Source: an optimization exercise on an open RTL-to-GDS flow (aim: small area, a short achievable clock period and few clock cycles). Production flows keep margins and buffers that such runs may drop. In this exercise RTL edits were held to simulation tests only and were not proved equivalent to the original. The flow treats the clock pin as an ideal source. Dropping or thinning the clock tree relies on that and would not hold on a real chip. Power is estimated from default activity; no workload was simulated.

Setup of v57:
// mips_cpu
module mips_cpu(
	input clk,
	input rst_n,
	output [9:0] imem_addr,
	input [31:0] imem_rdata,
	output [9:0] dmem_addr,
	output [31:0] dmem_wdata,
	output dmem_we,
	input [31:0] dmem_rdata
);
Size: ~54000 um2 of cells after synthesis.
clock: 7.0 ns
lec_check: 0
cap_margin: 20
core_margin: 2
core_utilization: 52
place_density: 0.8
setup_slack_margin: 4.6
slew_margin: 20
synth_hierarchical: 1
tns_end_percent: 100
standard.sh (not shown) runs the stock make flow with config.mk's settings and CLKGATE_MAP_FILE= SYNTH_SCRIPT=/design/flow/synth_recipe.tcl, a recipe that flattens the netlist after the stock synthesis.
==> flow/flow/run.sh <==
#!/bin/bash
# Own flow: the standard layout (standard.sh) with three changes made through ORFS's
# hooks, after the standard synthesis has run unchanged:
#  - the input and output ports get buf_4 buffers (BUFFER_PORTS_ARGS);
#  - the resizer may not use delay cells as buffers (nodly.tcl before each step);
#  - the clock tree is the balanced two-level tree of mcts.tcl instead of TritonCTS's
#    (pre_cts.tcl, before CTS): 4 root buffers fed by the clock port, 96 leaf buffers.
# Each step's output goes to a log file in the work folder; ORFS's own logs are under orfs/logs.
set -euo pipefail
here="$(cd "$(dirname "${BASH_SOURCE[0]}")" && pwd)"
bash standard.sh synth > synth.log 2>&1
export BUFFER_PORTS_ARGS="-buffer_cell sky130_fd_sc_hd__buf_4"
for s in FLOORPLAN GLOBAL_PLACE RESIZE DETAIL_PLACE REPAIR_TIMING_POST_PLACE GLOBAL_ROUTE DETAIL_ROUTE; do
	export PRE_${s}_TCL="$here/nodly.tcl"
done
export PRE_CTS_TCL="$here/pre_cts.tcl"
bash standard.sh finish > layout.log 2>&1
==> flow/flow/mcts.tcl <==
# Manual clock tree, balanced by construction: the clock sinks are split by recursive
# bisection (alternately on x and y) into NLEAF clusters of equal size, each driven by a
# leaf buffer at its centroid; the leaf buffers are split the same way into NROOT groups,
# each driven by a root buffer at its centroid, fed by the clock port.
proc mcts_split {items n axis} {
  # items: list of {obj x y}; returns n groups of (nearly) equal size, by recursive
  # splits at the weighted median, alternately on x and y
  if {$n <= 1} { return [list $items] }
  set idx [expr {$axis == 0 ? 1 : 2}]
  set s [lsort -real -index $idx $items]
  set n1 [expr {$n / 2}]
  set h [expr {([llength $s] * $n1) / $n}]
  set a [lrange $s 0 [expr {$h-1}]]
  set b [lrange $s $h end]
  set na [expr {1-$axis}]
  return [concat [mcts_split $a $n1 $na] [mcts_split $b [expr {$n-$n1}] $na]]
}
proc mcts_centroid {grp} {
  set sx 0.0; set sy 0.0
  foreach e $grp { set sx [expr {$sx+[lindex $e 1]}]; set sy [expr {$sy+[lindex $e 2]}] }
  return [list [expr {int($sx/[llength $grp])}] [expr {int($sy/[llength $grp])}]]
}
proc mcts_build {nleaf nroot leafcell rootcell} {
  set block [ord::get_db_block]
  set db [ord::get_db]
  set clk [$block findNet clk]
  set items {}
  foreach it [$clk getITerms] {
    set b [[$it getInst] getBBox]
    lappend items [list $it [expr {([$b xMin]+[$b xMax])/2}] [expr {([$b yMin]+[$b yMax])/2}]]
  }
  puts "mcts: [llength $items] sinks"
  set lm [$db findMaster $leafcell]
  set rm [$db findMaster $rootcell]
  set leaves {}
  set n 0
  foreach grp [mcts_split $items $nleaf 0] {
    lassign [mcts_centroid $grp] cx cy
    set inst [odb::dbInst_create $block $lm "mcts_leaf_$n"]
    $inst setLocation $cx $cy; $inst setPlacementStatus PLACED
    set net [odb::dbNet_create $block "mcts_lnet_$n"]; $net setSigType CLOCK
    foreach e $grp { set it [lindex $e 0]; $it disconnect; $it connect $net }
    [$inst findITerm [mcts_out $inst]] connect $net
    lappend leaves [list $inst $cx $cy]
    incr n
  }
  set m 0
  foreach grp [mcts_split $leaves $nroot 0] {
    lassign [mcts_centroid $grp] cx cy
    set inst [odb::dbInst_create $block $rm "mcts_root_$m"]
    $inst setLocation $cx $cy; $inst setPlacementStatus PLACED
    set net [odb::dbNet_create $block "mcts_rnet_$m"]; $net setSigType CLOCK
    foreach e $grp { [[lindex $e 0] findITerm A] connect $net }
    [$inst findITerm [mcts_out $inst]] connect $net
    [$inst findITerm A] connect $clk
    incr m
  }
  $clk setSigType CLOCK
  puts "mcts: $n leaves, $m roots"
}
proc mcts_out {inst} {
  if {[string match "*inv*" [[$inst getMaster] getName]]} { return Y }
  return X
}
==> flow/flow/pre_cts.tcl <==
# Before CTS: no delay cells as buffers, and replace TritonCTS with the balanced
# two-level tree of mcts.tcl (4 clkbuf_16 root buffers fed by the clock port,
# 96 clkbuf_8 leaf buffers).
source [file join [file dirname [info script]] nodly.tcl]
source [file join [file dirname [info script]] mcts.tcl]
rename clock_tree_synthesis tritoncts_clock_tree_synthesis
proc clock_tree_synthesis {args} {
  mcts_build 96 4 sky130_fd_sc_hd__clkbuf_8 sky130_fd_sc_hd__clkbuf_16
  set_propagated_clock [all_clocks]
}
Other scripts of this flow, unchanged in this note and not shown: flow/flow/nodly.tcl
v57 reached the final stage; the timing, DRC and antenna checks on its layout passed.
Testbench counts of v57, summed over its fixed seeds: cycles 208,537.
Here is what was changed in the inputs of v30 compared with v57.
# v57
export LEC_CHECK = 0
export CAP_MARGIN = 20
export CORE_MARGIN = 2
export CORE_UTILIZATION = 52
export PLACE_DENSITY = 0.8
export SETUP_SLACK_MARGIN = 4.6
export SLEW_MARGIN = 20
export SYNTH_HIERARCHICAL = 1
export TNS_END_PERCENT = 100
create_clock -name core_clock -period 7.0 [get_ports {clk}]
# v30
export LEC_CHECK = 0
export CAP_MARGIN = 20
export CORE_MARGIN = 2
export CORE_UTILIZATION = 40
export SETUP_SLACK_MARGIN = 4.75
export SLEW_MARGIN = 20
export SYNTH_HIERARCHICAL = 1
export TNS_END_PERCENT = 100
create_clock -name core_clock -period 7.0 [get_ports {clk}]
--- a/flow/flow/run.sh
+++ b/flow/flow/run.sh
@@ -5,5 +5,5 @@
 #  - the resizer may not use delay cells as buffers (nodly.tcl before each step);
 #  - the clock tree is the balanced two-level tree of mcts.tcl instead of TritonCTS's
-#    (pre_cts.tcl, before CTS): 4 root buffers fed by the clock port, 96 leaf buffers.
+#    (pre_cts.tcl, before CTS): 4 root buffers fed by the clock port, 64 leaf buffers.
 # Each step's output goes to a log file in the work folder; ORFS's own logs are under orfs/logs.
 set -euo pipefail
==> flow/flow/mcts.tcl <==
# Manual clock tree, balanced by construction: the clock sinks are split by recursive
# bisection (alternately on x and y at the median) into 2^LEAFBITS clusters of equal size,
# each driven by a leaf buffer at its centroid; the leaf buffers are split the same way
# into 2^ROOTBITS groups, each driven by a root buffer at its centroid, fed by the clock port.
proc mcts_split {items bits axis} {
  # items: list of {obj x y}; returns list of groups
  if {$bits == 0} { return [list $items] }
  set idx [expr {$axis == 0 ? 1 : 2}]
  set s [lsort -real -index $idx $items]
  set h [expr {[llength $s] / 2}]
  set a [lrange $s 0 [expr {$h-1}]]
  set b [lrange $s $h end]
  set na [expr {1-$axis}]
  return [concat [mcts_split $a [expr {$bits-1}] $na] [mcts_split $b [expr {$bits-1}] $na]]
}
proc mcts_centroid {grp} {
  set sx 0.0; set sy 0.0
  foreach e $grp { set sx [expr {$sx+[lindex $e 1]}]; set sy [expr {$sy+[lindex $e 2]}] }
  return [list [expr {int($sx/[llength $grp])}] [expr {int($sy/[llength $grp])}]]
}
proc mcts_build {leafbits rootbits leafcell rootcell} {
  set block [ord::get_db_block]
  set db [ord::get_db]
  set clk [$block findNet clk]
  set items {}
  foreach it [$clk getITerms] {
    set b [[$it getInst] getBBox]
    lappend items [list $it [expr {([$b xMin]+[$b xMax])/2}] [expr {([$b yMin]+[$b yMax])/2}]]
  }
  puts "mcts: [llength $items] sinks"
  set lm [$db findMaster $leafcell]
  set rm [$db findMaster $rootcell]
  set leaves {}
  set n 0
  foreach grp [mcts_split $items $leafbits 0] {
    lassign [mcts_centroid $grp] cx cy
    set inst [odb::dbInst_create $block $lm "mcts_leaf_$n"]
    $inst setLocation $cx $cy; $inst setPlacementStatus PLACED
    set net [odb::dbNet_create $block "mcts_lnet_$n"]; $net setSigType CLOCK
    foreach e $grp { set it [lindex $e 0]; $it disconnect; $it connect $net }
    [$inst findITerm X] connect $net
    lappend leaves [list $inst $cx $cy]
    incr n
  }
  set m 0
  foreach grp [mcts_split $leaves $rootbits 0] {
    lassign [mcts_centroid $grp] cx cy
    set inst [odb::dbInst_create $block $rm "mcts_root_$m"]
    $inst setLocation $cx $cy; $inst setPlacementStatus PLACED
    set net [odb::dbNet_create $block "mcts_rnet_$m"]; $net setSigType CLOCK
    foreach e $grp { [[lindex $e 0] findITerm A] connect $net }
    [$inst findITerm X] connect $net
    [$inst findITerm A] connect $clk
    incr m
  }
  $clk setSigType CLOCK
  puts "mcts: $n leaves, $m roots"
}
==> flow/flow/pre_cts.tcl <==
# Before CTS: no delay cells as buffers, and replace TritonCTS with the balanced
# two-level tree of mcts.tcl (4 root buffers fed by the clock port, 64 leaf buffers).
source [file join [file dirname [info script]] nodly.tcl]
source [file join [file dirname [info script]] mcts.tcl]
rename clock_tree_synthesis tritoncts_clock_tree_synthesis
proc clock_tree_synthesis {args} {
  mcts_build 6 2 sky130_fd_sc_hd__clkbuf_16 sky130_fd_sc_hd__clkbuf_16
  set_propagated_clock [all_clocks]
}
## What came out
Number of failing setup endpoints in the final timing report came out exactly the same in v57 and v30.
As of v30, die boundary width had risen by more than 10% compared to v57.
Critical path depth ends up higher on v30.
v30 against v57; total length of routed met2 wires is up by more than 10%.
v30 vs. v57: final critical path time including I/O delays and setup went down by 0.10 ns; worst hold slack was more or less identical; clock-pin transition on the worst setup and hold timing paths went down by 0.02 ns.
Edits applied to the flow inputs when going from v30 to v50:
# v30
export LEC_CHECK = 0
export CAP_MARGIN = 20
export CORE_MARGIN = 2
export CORE_UTILIZATION = 40
export SETUP_SLACK_MARGIN = 4.75
export SLEW_MARGIN = 20
export SYNTH_HIERARCHICAL = 1
export TNS_END_PERCENT = 100
create_clock -name core_clock -period 7.0 [get_ports {clk}]
# v50
export LEC_CHECK = 0
export CAP_MARGIN = 20
export CORE_MARGIN = 2
export CORE_UTILIZATION = 52
export SETUP_SLACK_MARGIN = 4.6
export SLEW_MARGIN = 20
export SYNTH_HIERARCHICAL = 1
export TNS_END_PERCENT = 100
create_clock -name core_clock -period 7.0 [get_ports {clk}]
Findings:
- No run among v50 and v30 stopped early or left any final violation; all are clean.
- Looking at standard cell with the maximum stage delay on the critical path, the mux2_4 result is from v30; the o31ai_4 one comes from v50.
- The most frequent standard cell in the layout excluding fill and tap cells comes out nand2_1 in one run and dfxtp_1 in the other, namely in v30 and v50 respectively.
- Compared with v30, in v50 wire length -5.1%; first-pass GRT wire length -8.2 mm.
- Compared with v30, in v50 number of instances in the placed design fell by 398; power fell by about 1.7%; number of cells produced by synthesis stayed essentially flat; critical path depth fell by 5; post-layout minimum cycle time fell by 0.018 ns.
- v50 vs v30 — internal power summed over all cells dropped slightly
- Worst hold slack sits lower in v50 than in v30.
- The higher combinational cell fraction of total power came out of v30.
- Portion of the clock cycle consumed by the worst path in the final layout was higher in the run labelled v30.
The following lists how v32 was set up differently from v50:
# v50
export LEC_CHECK = 0
export CAP_MARGIN = 20
export CORE_MARGIN = 2
export CORE_UTILIZATION = 52
export SETUP_SLACK_MARGIN = 4.6
export SLEW_MARGIN = 20
export SYNTH_HIERARCHICAL = 1
export TNS_END_PERCENT = 100
create_clock -name core_clock -period 7.0 [get_ports {clk}]
# v32
export LEC_CHECK = 0
export CAP_MARGIN = 20
export CORE_MARGIN = 2
export CORE_UTILIZATION = 40
export SETUP_SLACK_MARGIN = 4.6
export SLEW_MARGIN = 20
export SYNTH_HIERARCHICAL = 1
export TNS_END_PERCENT = 100
create_clock -name core_clock -period 7.0 [get_ports {clk}]
[summary]
- v32 ended with more vertical die dimension than v50.
- v32: done, clean on timing, DRC and antenna
- Comparing v32 and v50, the lower longest individual stage delay on the worst path was measured on v32.
- Looking at global routing met3 resource utilization across v32 and v50, the one that comes out higher is v50.
Input-level comparison between v47 and v32:
# v32
export LEC_CHECK = 0
export CAP_MARGIN = 20
export CORE_MARGIN = 2
export CORE_UTILIZATION = 40
export SETUP_SLACK_MARGIN = 4.6
export SLEW_MARGIN = 20
export SYNTH_HIERARCHICAL = 1
export TNS_END_PERCENT = 100
create_clock -name core_clock -period 7.0 [get_ports {clk}]
# v47
export LEC_CHECK = 0
export CAP_MARGIN = 20
export CORE_MARGIN = 2
export CORE_UTILIZATION = 40
export SETUP_SLACK_MARGIN = 4.45
export SLEW_MARGIN = 20
export SYNTH_HIERARCHICAL = 1
export TNS_END_PERCENT = 100
create_clock -name core_clock -period 7.0 [get_ports {clk}]
Findings:
Lower power consumption among v47 and v32: v47. Comparing v47 against v32, there is no change at all in number of tap instances. v47 against v32: required time at the endpoint of the critical path has decreased; worst setup slack fell by 0.27 ns. Delta (v47 minus v32): wire length on met3 went down, instance count after placement with tap cells included did not really move, sum of routed wire length over all layers went down. Met1 track demand over resource: v47 vs v32 down 1.2 points. Looking at v47 and v32, the sequential power is a wash. Compared with v32, v47 shows a final worst-path cycle share that is 3.8 points higher.
In every run of this note, the design's own scripts or RTL, not TritonCTS, make the clock network.

---

the previous run:
mips_cpu again, from the RTL that the note above started with.
clock: 7.0 ns
lec_check: 0
cap_margin: 20
core_margin: 2
core_utilization: 52
place_density: 0.7
setup_slack_margin: 4.6
slew_margin: 20
synth_hierarchical: 1
tns_end_percent: 100
==> flow/flow/run.sh <==
#!/bin/bash
# Own flow: the standard layout (standard.sh) with three changes made through ORFS's
# hooks, after the standard synthesis has run unchanged:
#  - the input and output ports get buf_4 buffers (BUFFER_PORTS_ARGS);
#  - the resizer may not use delay cells as buffers (nodly.tcl before each step);
#  - the clock tree is the balanced two-level tree of mcts.tcl instead of TritonCTS's
#    (pre_cts.tcl, before CTS): 4 root buffers fed by the clock port, 96 leaf buffers.
# Each step's output goes to a log file in the work folder; ORFS's own logs are under orfs/logs.
set -euo pipefail
here="$(cd "$(dirname "${BASH_SOURCE[0]}")" && pwd)"
bash standard.sh synth > synth.log 2>&1
export BUFFER_PORTS_ARGS="-buffer_cell sky130_fd_sc_hd__buf_4"
for s in FLOORPLAN GLOBAL_PLACE RESIZE DETAIL_PLACE REPAIR_TIMING_POST_PLACE GLOBAL_ROUTE DETAIL_ROUTE; do
	export PRE_${s}_TCL="$here/nodly.tcl"
done
export PRE_CTS_TCL="$here/pre_cts.tcl"
bash standard.sh finish > layout.log 2>&1
Other scripts of this flow, unchanged in this note and not shown: flow/flow/mcts.tcl, flow/flow/nodly.tcl, flow/flow/pre_cts.tcl
The previous run completed; timing, DRC and antenna clean
Testbench counts of the previous run, summed over its fixed seeds: cycles 208,537.
Input-level comparison between the current run and the previous run:
Settings: PLACE_DENSITY: 0.7 -> unset.
--- outcome ---
The current run: all stages complete, timing, DRC and antenna checks passed. From the previous run to the current run the numbers moved as follows: global-route usage picked up an extra 2.5 points; worst hold slack rose 0.0061 ns; longest individual stage delay on the worst path went down; post-route cell area was more or less identical; area of the multi-input gates saw an increase. Compared the current run vs the previous run, and routed length on met3 is up in the current run.
No run of this note takes its clock network from TritonCTS; it comes from the design's own scripts or RTL.

-- separate check: timing with driven ports --
The results above use ideal ports. As a check the final layouts listed here were re-extracted and re-timed, cells and wires unchanged. Step 1: set_driving_cell puts a clkbuf_16 on clk and a buf_2 on each other input, an assumption about the parent block. Step 2 adds t to the input delays and takes it off the output delays; t is the mean of the earliest and latest rising clock arrival at the registers after step 1. Input paths then give back, and output paths get back, about the clock's delay inside the block. Slacks: ideal ports / drivers / drivers and shift; pairs: ideal ports / drivers.
| run | t (ns) | setup slack, ns | hold WS [ns] | worst setup path at the end |
|---|---|---|---|---|
| v57 | 0.680 | 4.379 / 4.361 / 3.875 | 0.347 / 0.347 / 0.347 | input to register |
| v30 | 0.679 | 4.481 / 4.408 / 3.939 | 0.346 / 0.346 / 0.346 | input to register |
| v50 | 0.670 | 4.498 / 4.421 / 3.927 | 0.343 / 0.343 / 0.343 | input to register |
| v32 | 0.680 | 4.505 / 4.406 / 3.892 | 0.344 / 0.344 / 0.344 | input to register |
| v47 | 0.688 | 4.239 / 4.239 / 3.873 | 0.346 / 0.346 / 0.346 | input to register |
| the previous run | 0.659 | 4.463 / 4.425 / 3.894 | 0.342 / 0.342 / 0.342 | input to register |
| the current run | 0.664 | 4.474 / 4.413 / 3.895 | 0.348 / 0.348 / 0.348 | input to register |
After both steps every run listed still meets setup and hold. The setup slack of v32, which loses most, moves by -0.099 ns with the drivers and by -0.613 ns with both steps.
